Background: an optimization exercise with open tools, aiming at small area and a short achievable clock period. Do not read the settings as production practice. At most, simulation tests tie the RTL to the original design; equivalence was not proved.

==> inputs of wip/indigo <==
## Nbit_ALU_Register
module Nbit_ALU_Register (r2, r3, ALUop, r0, clk);
parameter n = 32;
input[n-1:0] r2, r3;
input[2:0] ALUop;
input clk;
output [n-1:0] r0;
wire[n-1:0] r1;
Nbit_ALU #(n) alu1 (.r1(r1), .r2(r2), .r3(r3), .ALUop(ALUop) );
Nbit_Register #(n) reg1 (.outo(r0), .ino(r1), .clk(clk) );
endmodule
==> flow/config.mk <==
export PLATFORM = sky130hd
export DESIGN_NAME = Nbit_ALU_Register
export DESIGN_NICKNAME = Nbit_ALU_Register
export VERILOG_FILES = /design/flow/design.v
export SDC_FILE = /design/flow/constraint.sdc
export NUM_CORES = 4
export LEC_CHECK = 0
export CAP_MARGIN = 0
export CORE_MARGIN = 2
export CORE_UTILIZATION = 60
export CTS_BUF_LIST = sky130_fd_sc_hd__clkbuf_4
export GPL_TIMING_DRIVEN = 0
export SLEW_MARGIN = 0
export SYNTH_HIERARCHICAL = 1
export SYNTH_MINIMUM_KEEP_SIZE = 0
==> flow/constraint.sdc <==
create_clock -name core_clock -period 15.5 [get_ports {clk}]
set_input_delay 3.1000 -clock core_clock [delete_from_list [all_inputs] [get_ports {clk}]]
set_output_delay 3.1000 -clock core_clock [all_outputs]
set_load 0.01 [all_outputs]
standard.sh (not shown) runs the stock make flow with config.mk's settings and CLKGATE_MAP_FILE= SYNTH_SCRIPT=/design/flow/synth_recipe.tcl, a recipe that flattens the netlist after the stock synthesis.
==> flow/flow/run.sh <==
#!/bin/bash
# Standard ORFS layout with two changes: the ports are buffered with buf_1 (instead of the
# delay buffer buffer_ports picks by default), and timing repair aims for a setup slack of
# 10.1 ns, so that it sizes the critical paths for a shorter period than the clock's.
set -euo pipefail
export BUFFER_PORTS_ARGS="-buffer_cell sky130_fd_sc_hd__buf_1"
export SETUP_SLACK_MARGIN=10.1
bash standard.sh > standard.log 2>&1
==> wip/quartz (differences from wip/indigo) <==
--- a/flow/design.v
+++ b/flow/design.v
@@ -20,22 +20,24 @@
 `timescale 1ns / 1ps
 module Nbit_ALU(r1, r2, r3, ALUop);
 parameter n = 32;
 input  [n-1:0] r2, r3;
 input  [2:0]   ALUop;
 output [n-1:0] r1;
-wire o02n;
-g_nor2 u_o02n (.a(ALUop[0]), .b(ALUop[2]), .y(o02n));
+wire x01;
+g_xor2 u_x01 (.a(ALUop[0]), .b(ALUop[1]), .y(x01));
+wire op1n;
+g_inv u_op1n (.a(ALUop[1]), .y(op1n));
 wire t0n_d;
 g_mux2i u_t0n_d (.a0(ALUop[0]), .a1(ALUop[1]), .s(ALUop[2]), .y(t0n_d));
 wire t0n_0;
 g_buf u_t0n_0 (.a(t0n_d), .y(t0n_0));
 wire t0n_1;
 g_buf u_t0n_1 (.a(t0n_d), .y(t0n_1));
 wire t1n_d;
-g_xor2 u_t1n_d (.a(ALUop[1]), .b(o02n), .y(t1n_d));
+g_mux2i u_t1n_d (.a0(x01), .a1(op1n), .s(ALUop[2]), .y(t1n_d));
 wire t1n_0;
 g_buf u_t1n_0 (.a(t1n_d), .y(t1n_0));
 wire t1n_1;
 g_buf u_t1n_1 (.a(t1n_d), .y(t1n_1));
 wire esn_d;
 g_o21a u_esn_d (.a1(ALUop[1]), .a2(ALUop[0]), .b1(ALUop[2]), .y(esn_d));
@@ -386,16 +388,14 @@
 wire tn31;
 g_nor2 u_tn31 (.a(r2[31]), .b(bb31), .y(tn31));
 wire pn31;
 g_nand2b u_pn31 (.an(tn31), .b(gn31), .y(pn31));
 wire y31;
 g_o22ai u_y31 (.a1(gn31), .a2(ecn_1), .b1(pn31), .b2(esn_1), .y(y31));
-wire t0p;
-g_inv u_t0p (.a(t0n_d), .y(t0p));
 wire G0n;
-g_mux2i u_G0n (.a0(t0p), .a1(r2[0]), .s(r3[0]), .y(G0n));
+g_o21a u_G0n (.a1(tn0), .a2(t0n_0), .b1(gn0), .y(G0n));
 wire G1_1;
 g_o21ai u_G1_1 (.a1(tn1), .a2(G0n), .b1(gn1), .y(G1_1));
 wire G1_3;
 g_o21ai u_G1_3 (.a1(tn3), .a2(gn2), .b1(gn3), .y(G1_3));
 wire T1_3;
 g_nor2 u_T1_3 (.a(tn3), .b(tn2), .y(T1_3));
@@ -572,99 +572,105 @@
 wire G5_29;
 g_o21ai u_G5_29 (.a1(T4_29), .a2(G4_15), .b1(G4_29), .y(G5_29));
 wire n_gn2;
 g_inv u_n_gn2 (.a(gn2), .y(n_gn2));
 wire n_tn2;
 g_inv u_n_tn2 (.a(tn2), .y(n_tn2));
-wire kn3;
-g_a32oi u_kn3 (.a1(n_tn2), .a2(G1_1), .a3(en_0), .b1(n_gn2), .b2(en_0), .y(kn3));
+wire G6_2;
+g_a21oi u_G6_2 (.a1(n_tn2), .a2(G1_1), .b1(n_gn2), .y(G6_2));
 wire G6_4;
 g_o21ai u_G6_4 (.a1(tn4), .a2(G2_3), .b1(gn4), .y(G6_4));
 wire n_gn6;
 g_inv u_n_gn6 (.a(gn6), .y(n_gn6));
 wire n_tn6;
 g_inv u_n_tn6 (.a(tn6), .y(n_tn6));
-wire kn7;
-g_a32oi u_kn7 (.a1(n_tn6), .a2(G3_5), .a3(en_0), .b1(n_gn6), .b2(en_0), .y(kn7));
+wire G6_6;
+g_a21oi u_G6_6 (.a1(n_tn6), .a2(G3_5), .b1(n_gn6), .y(G6_6));
 wire n_gn8;
 g_inv u_n_gn8 (.a(gn8), .y(n_gn8));
 wire n_tn8;
 g_inv u_n_tn8 (.a(tn8), .y(n_tn8));
-wire kn9;
-g_a32oi u_kn9 (.a1(n_tn8), .a2(G3_7), .a3(en_0), .b1(n_gn8), .b2(en_0), .y(kn9));
+wire G6_8;
+g_a21oi u_G6_8 (.a1(n_tn8), .a2(G3_7), .b1(n_gn8), .y(G6_8));
 wire G6_10;
 g_o21ai u_G6_10 (.a1(tn10), .a2(G4_9), .b1(gn10), .y(G6_10));
 wire G6_12;
 g_o21ai u_G6_12 (.a1(tn12), .a2(G4_11), .b1(gn12), .y(G6_12));
 wire G6_14;
 g_o21ai u_G6_14 (.a1(tn14), .a2(G4_13), .b1(gn14), .y(G6_14));
 wire G6_16;
 g_o21ai u_G6_16 (.a1(tn16), .a2(G4_15), .b1(gn16), .y(G6_16));
 wire n_gn18;
 g_inv u_n_gn18 (.a(gn18), .y(n_gn18));
 wire n_tn18;
 g_inv u_n_tn18 (.a(tn18), .y(n_tn18));
-wire kn19;
-g_a32oi u_kn19 (.a1(n_tn18), .a2(G5_17), .a3(en_1), .b1(n_gn18), .b2(en_1), .y(kn19));
+wire G6_18;
+g_a21oi u_G6_18 (.a1(n_tn18), .a2(G5_17), .b1(n_gn18), .y(G6_18));
 wire n_gn20;
 g_inv u_n_gn20 (.a(gn20), .y(n_gn20));
 wire n_tn20;
 g_inv u_n_tn20 (.a(tn20), .y(n_tn20));
-wire kn21;
-g_a32oi u_kn21 (.a1(n_tn20), .a2(G5_19), .a3(en_1), .b1(n_gn20), .b2(en_1), .y(kn21));
+wire G6_20;
+g_a21oi u_G6_20 (.a1(n_tn20), .a2(G5_19), .b1(n_gn20), .y(G6_20));
 wire n_gn22;
 g_inv u_n_gn22 (.a(gn22), .y(n_gn22));
 wire n_tn22;
 g_inv u_n_tn22 (.a(tn22), .y(n_tn22));
-wire kn23;
-g_a32oi u_kn23 (.a1(n_tn22), .a2(G5_21), .a3(en_1), .b1(n_gn22), .b2(en_1), .y(kn23));
+wire G6_22;
+g_a21oi u_G6_22 (.a1(n_tn22), .a2(G5_21), .b1(n_gn22), .y(G6_22));
 wire n_gn24;
 g_inv u_n_gn24 (.a(gn24), .y(n_gn24));
 wire n_tn24;
 g_inv u_n_tn24 (.a(tn24), .y(n_tn24));
-wire kn25;
-g_a32oi u_kn25 (.a1(n_tn24), .a2(G5_23), .a3(en_1), .b1(n_gn24), .b2(en_1), .y(kn25));
+wire G6_24;
+g_a21oi u_G6_24 (.a1(n_tn24), .a2(G5_23), .b1(n_gn24), .y(G6_24));
 wire n_gn26;
 g_inv u_n_gn26 (.a(gn26), .y(n_gn26));
 wire n_tn26;
 g_inv u_n_tn26 (.a(tn26), .y(n_tn26));
-wire kn27;
-g_a32oi u_kn27 (.a1(n_tn26), .a2(G5_25), .a3(en_1), .b1(n_gn26), .b2(en_1), .y(kn27));
+wire G6_26;
+g_a21oi u_G6_26 (.a1(n_tn26), .a2(G5_25), .b1(n_gn26), .y(G6_26));
 wire n_gn28;
 g_inv u_n_gn28 (.a(gn28), .y(n_gn28));
 wire n_tn28;
 g_inv u_n_tn28 (.a(tn28), .y(n_tn28));
-wire kn29;
-g_a32oi u_kn29 (.a1(n_tn28), .a2(G5_27), .a3(en_1), .b1(n_gn28), .b2(en_1), .y(kn29));
+wire G6_28;
+g_a21oi u_G6_28 (.a1(n_tn28), .a2(G5_27), .b1(n_gn28), .y(G6_28));
 wire n_gn30;
 g_inv u_n_gn30 (.a(gn30), .y(n_gn30));
 wire n_tn30;
 g_inv u_n_tn30 (.a(tn30), .y(n_tn30));
 wire G6_30;
 g_a21oi u_G6_30 (.a1(n_tn30), .a2(G5_29), .b1(n_gn30), .y(G6_30));
 wire k1;
 g_nor2 u_k1 (.a(G0n), .b(enn_0), .y(k1));
 g_xor2 u_r1 (.a(y1), .b(k1), .y(r1[1]));
 wire kn2;
 g_nand2 u_kn2 (.a(G1_1), .b(en_0), .y(kn2));
 g_xnor2 u_r2 (.a(y2), .b(kn2), .y(r1[2]));
-g_xnor2 u_r3 (.a(y3), .b(kn3), .y(r1[3]));
+wire k3;
+g_nor2 u_k3 (.a(G6_2), .b(enn_0), .y(k3));
+g_xor2 u_r3 (.a(y3), .b(k3), .y(r1[3]));
 wire k4;
 g_nor2 u_k4 (.a(G2_3), .b(enn_0), .y(k4));
 g_xor2 u_r4 (.a(y4), .b(k4), .y(r1[4]));
 wire kn5;
 g_nand2 u_kn5 (.a(G6_4), .b(en_0), .y(kn5));
 g_xnor2 u_r5 (.a(y5), .b(kn5), .y(r1[5]));
 wire kn6;
 g_nand2 u_kn6 (.a(G3_5), .b(en_0), .y(kn6));
 g_xnor2 u_r6 (.a(y6), .b(kn6), .y(r1[6]));
-g_xnor2 u_r7 (.a(y7), .b(kn7), .y(r1[7]));
+wire k7;
+g_nor2 u_k7 (.a(G6_6), .b(enn_0), .y(k7));
+g_xor2 u_r7 (.a(y7), .b(k7), .y(r1[7]));
 wire kn8;
 g_nand2 u_kn8 (.a(G3_7), .b(en_0), .y(kn8));
 g_xnor2 u_r8 (.a(y8), .b(kn8), .y(r1[8]));
-g_xnor2 u_r9 (.a(y9), .b(kn9), .y(r1[9]));
+wire k9;
+g_nor2 u_k9 (.a(G6_8), .b(enn_0), .y(k9));
+g_xor2 u_r9 (.a(y9), .b(k9), .y(r1[9]));
 wire k10;
 g_nor2 u_k10 (.a(G4_9), .b(enn_0), .y(k10));
 g_xor2 u_r10 (.a(y10), .b(k10), .y(r1[10]));
 wire kn11;
 g_nand2 u_kn11 (.a(G6_10), .b(en_0), .y(kn11));
 g_xnor2 u_r11 (.a(y11), .b(kn11), .y(r1[11]));
@@ -686,33 +692,45 @@
 wire kn17;
 g_nand2 u_kn17 (.a(G6_16), .b(en_1), .y(kn17));
 g_xnor2 u_r17 (.a(y17), .b(kn17), .y(r1[17]));
 wire kn18;
 g_nand2 u_kn18 (.a(G5_17), .b(en_1), .y(kn18));
 g_xnor2 u_r18 (.a(y18), .b(kn18), .y(r1[18]));
-g_xnor2 u_r19 (.a(y19), .b(kn19), .y(r1[19]));
+wire k19;
+g_nor2 u_k19 (.a(G6_18), .b(enn_1), .y(k19));
+g_xor2 u_r19 (.a(y19), .b(k19), .y(r1[19]));
 wire kn20;
 g_nand2 u_kn20 (.a(G5_19), .b(en_1), .y(kn20));
 g_xnor2 u_r20 (.a(y20), .b(kn20), .y(r1[20]));
-g_xnor2 u_r21 (.a(y21), .b(kn21), .y(r1[21]));
+wire k21;
+g_nor2 u_k21 (.a(G6_20), .b(enn_1), .y(k21));
+g_xor2 u_r21 (.a(y21), .b(k21), .y(r1[21]));
 wire kn22;
 g_nand2 u_kn22 (.a(G5_21), .b(en_1), .y(kn22));
 g_xnor2 u_r22 (.a(y22), .b(kn22), .y(r1[22]));
-g_xnor2 u_r23 (.a(y23), .b(kn23), .y(r1[23]));
+wire k23;
+g_nor2 u_k23 (.a(G6_22), .b(enn_1), .y(k23));
+g_xor2 u_r23 (.a(y23), .b(k23), .y(r1[23]));
 wire kn24;
 g_nand2 u_kn24 (.a(G5_23), .b(en_1), .y(kn24));
 g_xnor2 u_r24 (.a(y24), .b(kn24), .y(r1[24]));
-g_xnor2 u_r25 (.a(y25), .b(kn25), .y(r1[25]));
+wire k25;
+g_nor2 u_k25 (.a(G6_24), .b(enn_1), .y(k25));
+g_xor2 u_r25 (.a(y25), .b(k25), .y(r1[25]));
 wire kn26;
 g_nand2 u_kn26 (.a(G5_25), .b(en_1), .y(kn26));
 g_xnor2 u_r26 (.a(y26), .b(kn26), .y(r1[26]));
-g_xnor2 u_r27 (.a(y27), .b(kn27), .y(r1[27]));
+wire k27;
+g_nor2 u_k27 (.a(G6_26), .b(enn_1), .y(k27));
+g_xor2 u_r27 (.a(y27), .b(k27), .y(r1[27]));
 wire kn28;
 g_nand2 u_kn28 (.a(G5_27), .b(en_1), .y(kn28));
 g_xnor2 u_r28 (.a(y28), .b(kn28), .y(r1[28]));
-g_xnor2 u_r29 (.a(y29), .b(kn29), .y(r1[29]));
+wire k29;
+g_nor2 u_k29 (.a(G6_28), .b(enn_1), .y(k29));
+g_xor2 u_r29 (.a(y29), .b(k29), .y(r1[29]));
 wire kn30;
 g_nand2 u_kn30 (.a(G5_29), .b(en_1), .y(kn30));
 g_xnor2 u_r30 (.a(y30), .b(kn30), .y(r1[30]));
 wire k31;
 g_nor2 u_k31 (.a(G6_30), .b(enn_1), .y(k31));
 g_xor2 u_r31 (.a(y31), .b(k31), .y(r1[31]));
==> flow/flow/run.sh (replaced) <==
#!/bin/bash
# Standard ORFS layout; the only change is the cell used to buffer the ports
# (a plain buf_1 instead of the delay buffer buffer_ports picks by default).
set -euo pipefail
export BUFFER_PORTS_ARGS="-buffer_cell sky130_fd_sc_hd__buf_1"
bash standard.sh > standard.log 2>&1
==> flow/config.mk (replaced) <==
export PLATFORM = sky130hd
export DESIGN_NAME = Nbit_ALU_Register
export DESIGN_NICKNAME = Nbit_ALU_Register
export VERILOG_FILES = /design/flow/design.v
export SDC_FILE = /design/flow/constraint.sdc
export NUM_CORES = 4
export LEC_CHECK = 0
export CAP_MARGIN = 20
export CORE_MARGIN = 2
export CORE_UTILIZATION = 40
export SLEW_MARGIN = 20
export SYNTH_HIERARCHICAL = 1
export SYNTH_MINIMUM_KEEP_SIZE = 0
==> wip/xenon (differences from wip/indigo) <==
--- a/flow/design.v
+++ b/flow/design.v
@@ -20,22 +20,24 @@
 `timescale 1ns / 1ps
 module Nbit_ALU(r1, r2, r3, ALUop);
 parameter n = 32;
 input  [n-1:0] r2, r3;
 input  [2:0]   ALUop;
 output [n-1:0] r1;
-wire o02n;
-g_nor2 u_o02n (.a(ALUop[0]), .b(ALUop[2]), .y(o02n));
+wire x01;
+g_xor2 u_x01 (.a(ALUop[0]), .b(ALUop[1]), .y(x01));
+wire op1n;
+g_inv u_op1n (.a(ALUop[1]), .y(op1n));
 wire t0n_d;
 g_mux2i u_t0n_d (.a0(ALUop[0]), .a1(ALUop[1]), .s(ALUop[2]), .y(t0n_d));
 wire t0n_0;
 g_buf u_t0n_0 (.a(t0n_d), .y(t0n_0));
 wire t0n_1;
 g_buf u_t0n_1 (.a(t0n_d), .y(t0n_1));
 wire t1n_d;
-g_xor2 u_t1n_d (.a(ALUop[1]), .b(o02n), .y(t1n_d));
+g_mux2i u_t1n_d (.a0(x01), .a1(op1n), .s(ALUop[2]), .y(t1n_d));
 wire t1n_0;
 g_buf u_t1n_0 (.a(t1n_d), .y(t1n_0));
 wire t1n_1;
 g_buf u_t1n_1 (.a(t1n_d), .y(t1n_1));
 wire esn_d;
 g_o21a u_esn_d (.a1(ALUop[1]), .a2(ALUop[0]), .b1(ALUop[2]), .y(esn_d));
@@ -386,16 +388,14 @@
 wire tn31;
 g_nor2 u_tn31 (.a(r2[31]), .b(bb31), .y(tn31));
 wire pn31;
 g_nand2b u_pn31 (.an(tn31), .b(gn31), .y(pn31));
 wire y31;
 g_o22ai u_y31 (.a1(gn31), .a2(ecn_1), .b1(pn31), .b2(esn_1), .y(y31));
-wire t0p;
-g_inv u_t0p (.a(t0n_d), .y(t0p));
 wire G0n;
-g_mux2i u_G0n (.a0(t0p), .a1(r2[0]), .s(r3[0]), .y(G0n));
+g_o21a u_G0n (.a1(tn0), .a2(t0n_0), .b1(gn0), .y(G0n));
 wire G1_1;
 g_o21ai u_G1_1 (.a1(tn1), .a2(G0n), .b1(gn1), .y(G1_1));
 wire G1_3;
 g_o21ai u_G1_3 (.a1(tn3), .a2(gn2), .b1(gn3), .y(G1_3));
 wire T1_3;
 g_nor2 u_T1_3 (.a(tn3), .b(tn2), .y(T1_3));
==> flow/flow/run.sh (replaced) <==
#!/bin/bash
# Standard ORFS layout with two changes: the ports are buffered with buf_1 (instead of the
# delay buffer buffer_ports picks by default), and timing repair aims for a setup slack of
# 9.7 ns, so that it sizes the critical paths for a shorter period than the clock's.
set -euo pipefail
export BUFFER_PORTS_ARGS="-buffer_cell sky130_fd_sc_hd__buf_1"
export SETUP_SLACK_MARGIN=9.7
bash standard.sh > standard.log 2>&1
==> flow/config.mk (replaced) <==
export PLATFORM = sky130hd
export DESIGN_NAME = Nbit_ALU_Register
export DESIGN_NICKNAME = Nbit_ALU_Register
export VERILOG_FILES = /design/flow/design.v
export SDC_FILE = /design/flow/constraint.sdc
export NUM_CORES = 4
export LEC_CHECK = 0
export CAP_MARGIN = 20
export CORE_MARGIN = 2
export CORE_UTILIZATION = 60
export CTS_BUF_LIST = sky130_fd_sc_hd__clkbuf_4
export GPL_TIMING_DRIVEN = 0
export SLEW_MARGIN = 20
export SYNTH_HIERARCHICAL = 1
export SYNTH_MINIMUM_KEEP_SIZE = 0
==> results.cfg <==
[outcome]
outcome = complete, no violations

[grt]
grt_max_degree = 21
grt_pass1_wl_mm = 11.66
grt_usage_pct = 27.48

[synth]
synth_cells = 397
synth_area_um2 = 2776

[timing]
worst_pin_slew_ns = 0.4640
hold_ws_ns = 3.120

[place]
dpl_cell_area_um2 = 3213

[final_layout]
fillers = 375
nMultiInputCombCells = 314

[critical_path]
slowest_delay_ns = 0.33
path_cells = clkbuf_2 > mux2i_2 > buf_6 > mux2i_1 > nor2_1 > o21ai_1 > a21oi_2 > o21ai_4 > a21oi_4 > o21ai_1 > a21oi_2 > nor2_1 > xor2_1

[die]
std_cell_rows = 24
That was wip/indigo.
==> results.cfg <==
[critical_path]
slowest_delay_ns = 0.89
path_cells = buf_1 > mux2i_4 > mux2i_1 > nor2_1 > o21a_1 > o21ai_1 > a21oi_2 > o21ai_1 > a21oi_2 > o21ai_1 > a21oi_2 > nor2_1 > xor2_1

[grt]
grt_max_degree = 34

[synth]
synth_cells = 406

[die]
std_cell_rows = 30

[place]
dpl_cell_area_um2 = 3256

[outcome]
outcome = complete, no violations
That was wip/quartz.
==> results.cfg <==
[timing]
hold_ws_ns = 3.170

[synth]
synth_area_um2 = 2780
synth_cells = 397

[place]
dpl_cell_area_um2 = 3217

[final_layout]
nMultiInputCombCells = 313
fillers = 401

[critical_path]
path_cells = buf_1 > xor2_1 > mux2i_1 > buf_4 > mux2i_1 > nor2_1 > o21a_1 > o21ai_1 > a21oi_2 > o21ai_4 > a21oi_4 > o21ai_1 > a32oi_1 > xnor2_1

[outcome]
outcome = complete, no violations
That was wip/xenon.
No functional check of the RTL was part of wip/quartz.

[afterwards: timing with drivers on the ports]
How much do the figures lean on ideal ports? The routed layouts below were timed once more, with nothing changed but the port constraints.
Step 1 sets driving cells, clkbuf_16 on the clock port and buf_2 on the other inputs (assumed; they add their load-dependent delay and slew).
Step 2 moves the port delays by t, midway between the first and last clock arrival at a register: inputs arrive t later, outputs are due t later. That takes back most of the time a late clock gives input paths.
Three values: no drivers, after step 1, after step 2; two values: the first two.
run | t, ns | slack for setup (ns) | latest minus earliest clock arrival (ns)
wip/indigo | 0.365 | 10.305 / 10.294 / 9.929 | 0.010 / 0.010
wip/quartz | 0.310 | 8.999 / 9.002 / 8.692 | 0.003 / 0.003
wip/xenon | 0.360 | 9.914 / 9.916 / 9.556 | 0.011 / 0.010
After both steps every run listed still meets setup and hold. For wip/indigo, which loses most, drivers alone change the setup slack by -0.011 ns; drivers and shift together by -0.376 ns.
